Context: an optimization exercise on an open-source flow, tuned for small area and a short achievable clock period. The choices shown serve that exercise and are no tape-out recipe.
At most, simulation tests tie the RTL to the original design; equivalence was not proved.
Power is estimated from default activity; no workload was simulated.

## 11-23
==> module fifo_sync, before the edit <==
module fifo_sync #(
  parameter int WIDTH = 32,
  parameter int DEPTH = 16
)(
  input  logic              clk,
  input  logic              rst_n,
  input  logic              in_valid,
  output logic              in_ready,
  input  logic [WIDTH-1:0]  in_data,
  output logic              out_valid,
  input  logic              out_ready,
  output logic [WIDTH-1:0]  out_data,
  output logic              full,
  output logic              empty,
  output logic [$clog2(DEPTH+1)-1:0] count
);
  localparam int CW = $clog2(DEPTH+1);
  localparam int NS = DEPTH - 1;           
  logic [WIDTH-1:0] mem [NS];
  logic [WIDTH-1:0] head;
  logic [NS-1:0]    wsel;                  
  logic             wsel_n0;               
  logic [NS-1:1]    wsel_hi;
  assign wsel = {wsel_hi, ~wsel_n0};
  logic [NS-1:0]    roh;                   
  logic             roh_n0;                
  logic [NS-1:1]    roh_hi;
  assign roh = {roh_hi, ~roh_n0};
  logic [CW-1:0]    cnt;
  logic             full_r, vld_r, ge2_r;   
  logic push, pop, ram_push, ram_pop, head_en;
  assign push     = in_valid & ~full_r;
  assign pop      = out_ready & vld_r;
  assign ram_push = push & vld_r & ~(~ge2_r & out_ready);
  assign ram_pop  = out_ready & ge2_r;
  assign head_en  = ~vld_r | out_ready;
  logic [NS-1:0] rsel;
  assign rsel = roh & {NS{ge2_r}};
  for (genvar g = 0; g < NS; g++) begin : slot
    logic [WIDTH-1:0] q;
    always_ff @(posedge clk) begin
      if (wsel[g]) q <= in_data;
    end
    assign mem[g] = q;
  end
  logic [WIDTH-1:0] head_d;
  always_comb begin
    head_d = ({WIDTH{~head_en}} & head) |
             ({WIDTH{head_en & ~ge2_r}} & in_data);
    for (int i = 0; i < NS; i++)
      head_d = head_d | ({WIDTH{head_en & rsel[i]}} & mem[i]);
  end
  always_ff @(posedge clk) begin
    head <= head_d;
  end
  always_ff @(posedge clk or negedge rst_n) begin
    if (!rst_n) begin
      roh_n0 <= 1'b0;
      roh_hi <= '0;
    end else begin
      if (ram_pop) begin
        roh_n0 <= ~roh[NS-1];
        roh_hi <= roh[NS-2:0];
      end
    end
  end
  logic [CW-1:0] cnt_inc, cnt_dec, cnt_d;
  logic          is1, is15, ge3;
  assign cnt_inc = cnt + 1'b1;
  assign cnt_dec = cnt - 1'b1;
  assign is1     = (cnt == 1);
  assign is15    = (cnt == DEPTH - 1);
  assign ge3     = (cnt >= 3);
  logic full_d, vld_d, ge2_d;
  always_comb begin
    cnt_d  = cnt;
    full_d = full_r;
    vld_d  = vld_r;
    ge2_d  = ge2_r;
    if (push & ~pop) begin
      cnt_d  = cnt_inc;
      full_d = is15;
      vld_d  = 1'b1;
      ge2_d  = vld_r;
    end else if (pop & ~push) begin
      cnt_d  = cnt_dec;
      full_d = 1'b0;
      vld_d  = ~is1;
      ge2_d  = ge3;
    end
  end
  logic vld_o, nvld_o, full_o, nfull_o;
  always_ff @(posedge clk or negedge rst_n) begin
    if (!rst_n) begin
      vld_o   <= 1'b0;
      nvld_o  <= 1'b0;
      full_o  <= 1'b0;
      nfull_o <= 1'b0;
    end else begin
      vld_o   <= push | (vld_r & ~(pop & is1));
      nvld_o  <= push ? 1'b1 : (pop ? ~is1 : vld_r);
      full_o  <= ~pop & (full_r | (push & is15));
      nfull_o <= pop ? 1'b0 : (push ? is15 : full_r);
    end
  end
  always_ff @(posedge clk or negedge rst_n) begin
    if (!rst_n) begin
      cnt    <= '0;
      full_r <= 1'b0;
      vld_r  <= 1'b0;
      ge2_r  <= 1'b0;
    end else begin
      cnt    <= cnt_d;
      full_r <= full_d;
      vld_r  <= vld_d;
      ge2_r  <= ge2_d;
    end
  end
  logic [NS-1:0] wcur, wnext;
  assign wcur  = full_r ? roh : wsel;
  assign wnext = (ram_push ? {wcur[NS-2:0], wcur[NS-1]} : wcur) & {NS{~full_d}};
  always_ff @(posedge clk or negedge rst_n) begin
    if (!rst_n) begin
      wsel_n0 <= 1'b0;
      wsel_hi <= '0;
    end else begin
      wsel_n0 <= ~wnext[0];
      wsel_hi <= wnext[NS-1:1];
    end
  end
  logic [CW-1:0] cnt_o;
  logic          up, dn;
  assign up = push & ~pop;
  assign dn = pop & ~push;
  always_ff @(posedge clk or negedge rst_n) begin
    if (!rst_n) cnt_o <= '0;
    else        cnt_o <= cnt + {{(CW-1){dn}}, up | dn};
  end
  assign out_data  = head;
  assign count     = cnt_o;
  assign full      = full_o;
  assign empty     = ~nvld_o;
  assign in_ready  = ~nfull_o;
  assign out_valid = vld_o;
endmodule
==> flow/config.mk <==
export PLATFORM = sky130hd
export DESIGN_NAME = fifo_sync
export DESIGN_NICKNAME = fifo_sync
export VERILOG_FILES = /design/flow/design.v
export SDC_FILE = /design/flow/constraint.sdc
export NUM_CORES = 4
export LEC_CHECK = 0
export CAP_MARGIN = 20
export CORE_MARGIN = 2
export CORE_UTILIZATION = 55
export CTS_CLUSTER_DIAMETER = 100
export CTS_CLUSTER_SIZE = 24
export SETUP_SLACK_MARGIN = 1.9
export SLEW_MARGIN = 20
==> flow/constraint.sdc <==
create_clock -name core_clock -period 3.8 [get_ports {clk}]
set_input_delay 0.7600 -clock core_clock [delete_from_list [all_inputs] [get_ports {clk}]]
set_output_delay 0.7600 -clock core_clock [all_outputs]
set_load 0.01 [all_outputs]
run.sh (not shown) runs the stock make flow with config.mk's settings and CLKGATE_MAP_FILE= SYNTH_SCRIPT=/design/flow/synth_recipe.tcl, a recipe that flattens the netlist after the stock synthesis.
Setup changes, 11-23 to 04-19
--- a/flow/design.v
+++ b/flow/design.v
@@ -18,10 +18,10 @@
   localparam int NS = DEPTH - 1;           
   logic [WIDTH-1:0] mem [NS];
   logic [WIDTH-1:0] head;
-  logic [NS-1:0]    wsel;                  
-  logic             wsel_n0;               
-  logic [NS-1:1]    wsel_hi;
-  assign wsel = {wsel_hi, ~wsel_n0};
+  logic [NS-1:0]    woh;                   
+  logic             woh_n0;                
+  logic [NS-1:1]    woh_hi;
+  assign woh = {woh_hi, ~woh_n0};
   logic [NS-1:0]    roh;                   
   logic             roh_n0;                
   logic [NS-1:1]    roh_hi;
@@ -34,7 +34,8 @@
   assign ram_push = push & vld_r & ~(~ge2_r & out_ready);
   assign ram_pop  = out_ready & ge2_r;
   assign head_en  = ~vld_r | out_ready;
-  logic [NS-1:0] rsel;
+  logic [NS-1:0] wsel, rsel;
+  assign wsel = woh & {NS{~full_r}};
   assign rsel = roh & {NS{ge2_r}};
   for (genvar g = 0; g < NS; g++) begin : slot
     logic [WIDTH-1:0] q;
@@ -45,19 +46,24 @@
   end
   logic [WIDTH-1:0] head_d;
   always_comb begin
-    head_d = ({WIDTH{~head_en}} & head) |
-             ({WIDTH{head_en & ~ge2_r}} & in_data);
+    head_d = {WIDTH{~ge2_r}} & in_data;
     for (int i = 0; i < NS; i++)
-      head_d = head_d | ({WIDTH{head_en & rsel[i]}} & mem[i]);
+      head_d = head_d | ({WIDTH{rsel[i]}} & mem[i]);
   end
   always_ff @(posedge clk) begin
-    head <= head_d;
+    if (head_en) head <= head_d;
   end
   always_ff @(posedge clk or negedge rst_n) begin
     if (!rst_n) begin
+      woh_n0 <= 1'b0;
+      woh_hi <= '0;
       roh_n0 <= 1'b0;
       roh_hi <= '0;
     end else begin
+      if (ram_push) begin
+        woh_n0 <= ~woh[NS-1];
+        woh_hi <= woh[NS-2:0];
+      end
       if (ram_pop) begin
         roh_n0 <= ~roh[NS-1];
         roh_hi <= roh[NS-2:0];
@@ -116,28 +122,8 @@
       ge2_r  <= ge2_d;
     end
   end
-  logic [NS-1:0] wcur, wnext;
-  assign wcur  = full_r ? roh : wsel;
-  assign wnext = (ram_push ? {wcur[NS-2:0], wcur[NS-1]} : wcur) & {NS{~full_d}};
-  always_ff @(posedge clk or negedge rst_n) begin
-    if (!rst_n) begin
-      wsel_n0 <= 1'b0;
-      wsel_hi <= '0;
-    end else begin
-      wsel_n0 <= ~wnext[0];
-      wsel_hi <= wnext[NS-1:1];
-    end
-  end
-  logic [CW-1:0] cnt_o;
-  logic          up, dn;
-  assign up = push & ~pop;
-  assign dn = pop & ~push;
-  always_ff @(posedge clk or negedge rst_n) begin
-    if (!rst_n) cnt_o <= '0;
-    else        cnt_o <= cnt + {{(CW-1){dn}}, up | dn};
-  end
   assign out_data  = head;
-  assign count     = cnt_o;
+  assign count     = cnt;
   assign full      = full_o;
   assign empty     = ~nvld_o;
   assign in_ready  = ~nfull_o;
[summary]
Relative to 11-23, iteration count of the initial detailed-routing pass has decreased by 1 in 04-19. Per the comparison of 04-19 with 11-23, part of the total power dissipated in sequential elements now sits lower, maximum frequency now sits lower, sum of routed wire length over all layers now sits higher. Of the two values seen for slowest stage cell on the critical path, dfrtp_1 was produced by 11-23 and edfxtp_1 by 04-19. Looking at filler cell count, 04-19 sits 154 below 11-23. Compared with 11-23, 04-19 shows biggest cell delay along the critical path higher by 0.11 ns. Against 11-23, 04-19 comes in 2.6% higher on design area. 04-19 vs. 11-23: layout overhead on the synthesized area went up by 3.2 points. Cmp 04-19 and 11-23 / number of cells on the critical path / higher: 11-23. For 04-19, the layer with the highest usage was met2, unlike 11-23, where it was met1.
Function not checked in 04-19: the RTL went through the layout flow alone.

== the baseline ==
The RTL this note starts from:
==> flow/design.v <==
module fifo_sync #(
  parameter int WIDTH = 32,
  parameter int DEPTH = 16
)(
  input  logic              clk,
  input  logic              rst_n,
  input  logic              in_valid,
  output logic              in_ready,
  input  logic [WIDTH-1:0]  in_data,
  output logic              out_valid,
  input  logic              out_ready,
  output logic [WIDTH-1:0]  out_data,
  output logic              full,
  output logic              empty,
  output logic [$clog2(DEPTH+1)-1:0] count
);
  localparam int CW = $clog2(DEPTH+1);
  localparam int NS = DEPTH - 1;           
  logic [WIDTH-1:0] mem [NS];
  logic [WIDTH-1:0] head;
  logic [3:0]       wptr;                  
  logic [NS-1:0]    roh;                   
  logic             roh_n0;                
  logic [NS-1:1]    roh_hi;
  assign roh = {roh_hi, ~roh_n0};
  logic [CW-1:0]    cnt;
  logic             full_r, vld_r, ge2_r;   
  function automatic logic [NS-1:0] dec(input logic [3:0] s);
    logic [3:0] x;
    dec = '0;
    x = 4'b0000;
    for (int i = 0; i < NS; i++) begin
      dec[i] = (s == x);
      x = {x[2:0], ~(x[3] ^ x[2])};
    end
  endfunction
  function automatic logic [3:0] nxt(input logic [3:0] s);
    nxt = {s[2:0], ~(s[3] ^ s[2])};
  endfunction
  logic push, pop, ram_push, ram_pop, head_en;
  assign push     = in_valid & ~full_r;
  assign pop      = out_ready & vld_r;
  assign ram_push = push & vld_r & ~(~ge2_r & out_ready);
  assign ram_pop  = out_ready & ge2_r;
  assign head_en  = ~vld_r | out_ready;
  logic [NS-1:0] wsel, rsel;
  assign wsel = dec(wptr) & {NS{~full_r}};
  assign rsel = roh & {NS{ge2_r}};
  for (genvar g = 0; g < NS; g++) begin : slot
    logic [WIDTH-1:0] q;
    always_ff @(posedge clk) begin
      if (wsel[g]) q <= in_data;
    end
    assign mem[g] = q;
  end
  logic [WIDTH-1:0] head_d;
  always_comb begin
    head_d = {WIDTH{~ge2_r}} & in_data;
    for (int i = 0; i < NS; i++)
      head_d = head_d | ({WIDTH{rsel[i]}} & mem[i]);
  end
  always_ff @(posedge clk) begin
    if (head_en) head <= head_d;
  end
  always_ff @(posedge clk or negedge rst_n) begin
    if (!rst_n) begin
      wptr <= 4'b0000;
      roh_n0 <= 1'b0;
      roh_hi <= '0;
    end else begin
      if (ram_push) wptr <= nxt(wptr);
      if (ram_pop) begin
        roh_n0 <= ~roh[NS-1];
        roh_hi <= roh[NS-2:0];
      end
    end
  end
  logic [CW-1:0] cnt_inc, cnt_dec, cnt_d;
  logic          is1, is15, ge3;
  assign cnt_inc = cnt + 1'b1;
  assign cnt_dec = cnt - 1'b1;
  assign is1     = (cnt == 1);
  assign is15    = (cnt == DEPTH - 1);
  assign ge3     = (cnt >= 3);
  logic full_d, vld_d, ge2_d;
  always_comb begin
    cnt_d  = cnt;
    full_d = full_r;
    vld_d  = vld_r;
    ge2_d  = ge2_r;
    if (push & ~pop) begin
      cnt_d  = cnt_inc;
      full_d = is15;
      vld_d  = 1'b1;
      ge2_d  = vld_r;
    end else if (pop & ~push) begin
      cnt_d  = cnt_dec;
      full_d = 1'b0;
      vld_d  = ~is1;
      ge2_d  = ge3;
    end
  end
  always_ff @(posedge clk or negedge rst_n) begin
    if (!rst_n) begin
      cnt    <= '0;
      full_r <= 1'b0;
      vld_r  <= 1'b0;
      ge2_r  <= 1'b0;
    end else begin
      cnt    <= cnt_d;
      full_r <= full_d;
      vld_r  <= vld_d;
      ge2_r  <= ge2_d;
    end
  end
  assign out_data  = head;
  assign count     = cnt;
  assign full      = full_r;
  assign empty     = ~vld_r;
  assign in_ready  = ~full_r;
  assign out_valid = vld_r;
endmodule
export LEC_CHECK = 0
export CAP_MARGIN = 20
export CORE_MARGIN = 2
export CORE_UTILIZATION = 55
export SETUP_SLACK_MARGIN = 1.9
export SLEW_MARGIN = 20
create_clock -name core_clock -period 3.8 [get_ports {clk}]
The baseline was carried through to the last stage, and its layout satisfied the timing, design-rule and antenna checks.
The inputs of the candidate differ from those of the baseline as listed below.
==> flow/design.v <==
module fifo_sync #(
  parameter int WIDTH = 32,
  parameter int DEPTH = 16
)(
  input  logic              clk,
  input  logic              rst_n,
  input  logic              in_valid,
  output logic              in_ready,
  input  logic [WIDTH-1:0]  in_data,
  output logic              out_valid,
  input  logic              out_ready,
  output logic [WIDTH-1:0]  out_data,
  output logic              full,
  output logic              empty,
  output logic [$clog2(DEPTH+1)-1:0] count
);
  localparam int CW = $clog2(DEPTH+1);
  localparam int NS = DEPTH - 1;           
  logic [WIDTH-1:0] mem [NS];
  logic [WIDTH-1:0] head;
  logic [NS-1:0]    woh;                   
  logic             woh_n0;                
  logic [NS-1:1]    woh_hi;
  assign woh = {woh_hi, ~woh_n0};
  logic [NS-1:0]    roh;                   
  logic             roh_n0;                
  logic [NS-1:1]    roh_hi;
  assign roh = {roh_hi, ~roh_n0};
  logic [CW-1:0]    cnt;
  logic             full_r, vld_r, ge2_r;   
  logic push, pop, ram_push, ram_pop, head_en;
  assign push     = in_valid & ~full_r;
  assign pop      = out_ready & vld_r;
  assign ram_push = push & vld_r & ~(~ge2_r & out_ready);
  assign ram_pop  = out_ready & ge2_r;
  assign head_en  = ~vld_r | out_ready;
  logic [NS-1:0] wsel, rsel;
  assign wsel = woh & {NS{~full_r}};
  assign rsel = roh & {NS{ge2_r}};
  for (genvar g = 0; g < NS; g++) begin : slot
    logic [WIDTH-1:0] q;
    always_ff @(posedge clk) begin
      if (wsel[g]) q <= in_data;
    end
    assign mem[g] = q;
  end
  logic [WIDTH-1:0] head_d;
  always_comb begin
    head_d = {WIDTH{~ge2_r}} & in_data;
    for (int i = 0; i < NS; i++)
      head_d = head_d | ({WIDTH{rsel[i]}} & mem[i]);
  end
  always_ff @(posedge clk) begin
    if (head_en) head <= head_d;
  end
  always_ff @(posedge clk or negedge rst_n) begin
    if (!rst_n) begin
      woh_n0 <= 1'b0;
      woh_hi <= '0;
      roh_n0 <= 1'b0;
      roh_hi <= '0;
    end else begin
      if (ram_push) begin
        woh_n0 <= ~woh[NS-1];
        woh_hi <= woh[NS-2:0];
      end
      if (ram_pop) begin
        roh_n0 <= ~roh[NS-1];
        roh_hi <= roh[NS-2:0];
      end
    end
  end
  logic [CW-1:0] cnt_inc, cnt_dec, cnt_d;
  logic          is1, is15, ge3;
  assign cnt_inc = cnt + 1'b1;
  assign cnt_dec = cnt - 1'b1;
  assign is1     = (cnt == 1);
  assign is15    = (cnt == DEPTH - 1);
  assign ge3     = (cnt >= 3);
  logic full_d, vld_d, ge2_d;
  always_comb begin
    cnt_d  = cnt;
    full_d = full_r;
    vld_d  = vld_r;
    ge2_d  = ge2_r;
    if (push & ~pop) begin
      cnt_d  = cnt_inc;
      full_d = is15;
      vld_d  = 1'b1;
      ge2_d  = vld_r;
    end else if (pop & ~push) begin
      cnt_d  = cnt_dec;
      full_d = 1'b0;
      vld_d  = ~is1;
      ge2_d  = ge3;
    end
  end
  always_ff @(posedge clk or negedge rst_n) begin
    if (!rst_n) begin
      cnt    <= '0;
      full_r <= 1'b0;
      vld_r  <= 1'b0;
      ge2_r  <= 1'b0;
    end else begin
      cnt    <= cnt_d;
      full_r <= full_d;
      vld_r  <= vld_d;
      ge2_r  <= ge2_d;
    end
  end
  assign out_data  = head;
  assign count     = cnt;
  assign full      = full_r;
  assign empty     = ~vld_r;
  assign in_ready  = ~full_r;
  assign out_valid = vld_r;
endmodule
### Flow results
- | total length of routed wires | the candidate vs the baseline | better |
- The candidate reports its startpoint of the most critical setup path as vld_r while the baseline reports wptr[2].
- Peak fanout along the critical path (higher): the baseline
- Relative to the baseline, the area fraction of clock buffers and clock inverters of the candidate is lower by 0.17 points.
- Summary — total of plain and repair buffers excluding clock buffers, the candidate relative to the baseline: lower, by about 20%.
- Compare the baseline and the candidate | timing-limited maximum frequency higher: the candidate
- The candidate vs the baseline: row count down
- [the candidate] count of nets after finishing fell 4.8% relative to the baseline
- Measured against each other, the baseline and the candidate differ in final critical-path setup slack, the higher figure coming from the candidate.
- The baseline → the candidate: finished layout cell area now smaller, synthesized cell count now smaller, largest net degree at the start of global routing now larger.
Function was not checked in any run of this note: the RTL went through the layout flow alone.

-- static timing again, ports no longer ideal --
The flow's constraints put no driver on any port. The routed layouts listed below were extracted and timed again, unchanged, in two steps. Step 1: set_driving_cell puts a clkbuf_16 on clk and a buf_2 on each other input, an assumption about the parent block. Step 2 adds t to the input delays and takes it off the output delays; t is the mean of the earliest and latest rising clock arrival at the registers after step 1. Input paths then give back, and output paths get back, about the clock's delay inside the block. Slacks: ideal ports / drivers / drivers and shift; pairs: ideal ports / drivers.
run | t, ns | setup slack, ns | hold slack, ns | worst slew at a driven data input, ns
11-23 | 0.626 | 1.923 / 1.870 / 1.383 | 0.184 / 0.153 / 0.469 | 0.08
04-19 | 0.611 | 1.812 / 1.759 / 1.413 | 0.321 / 0.289 / 0.516 | 0.07
the baseline | 0.644 | 1.764 / 1.764 / 1.332 | 0.540 / 0.507 / 0.556 | 0.07
the candidate | 0.643 | 1.786 / 1.731 / 1.380 | 0.317 / 0.289 / 0.490 | 0.04
After both steps every run listed still meets setup and hold. For 11-23, which loses most, drivers alone change the setup slack by -0.053 ns; drivers and shift together by -0.540 ns.
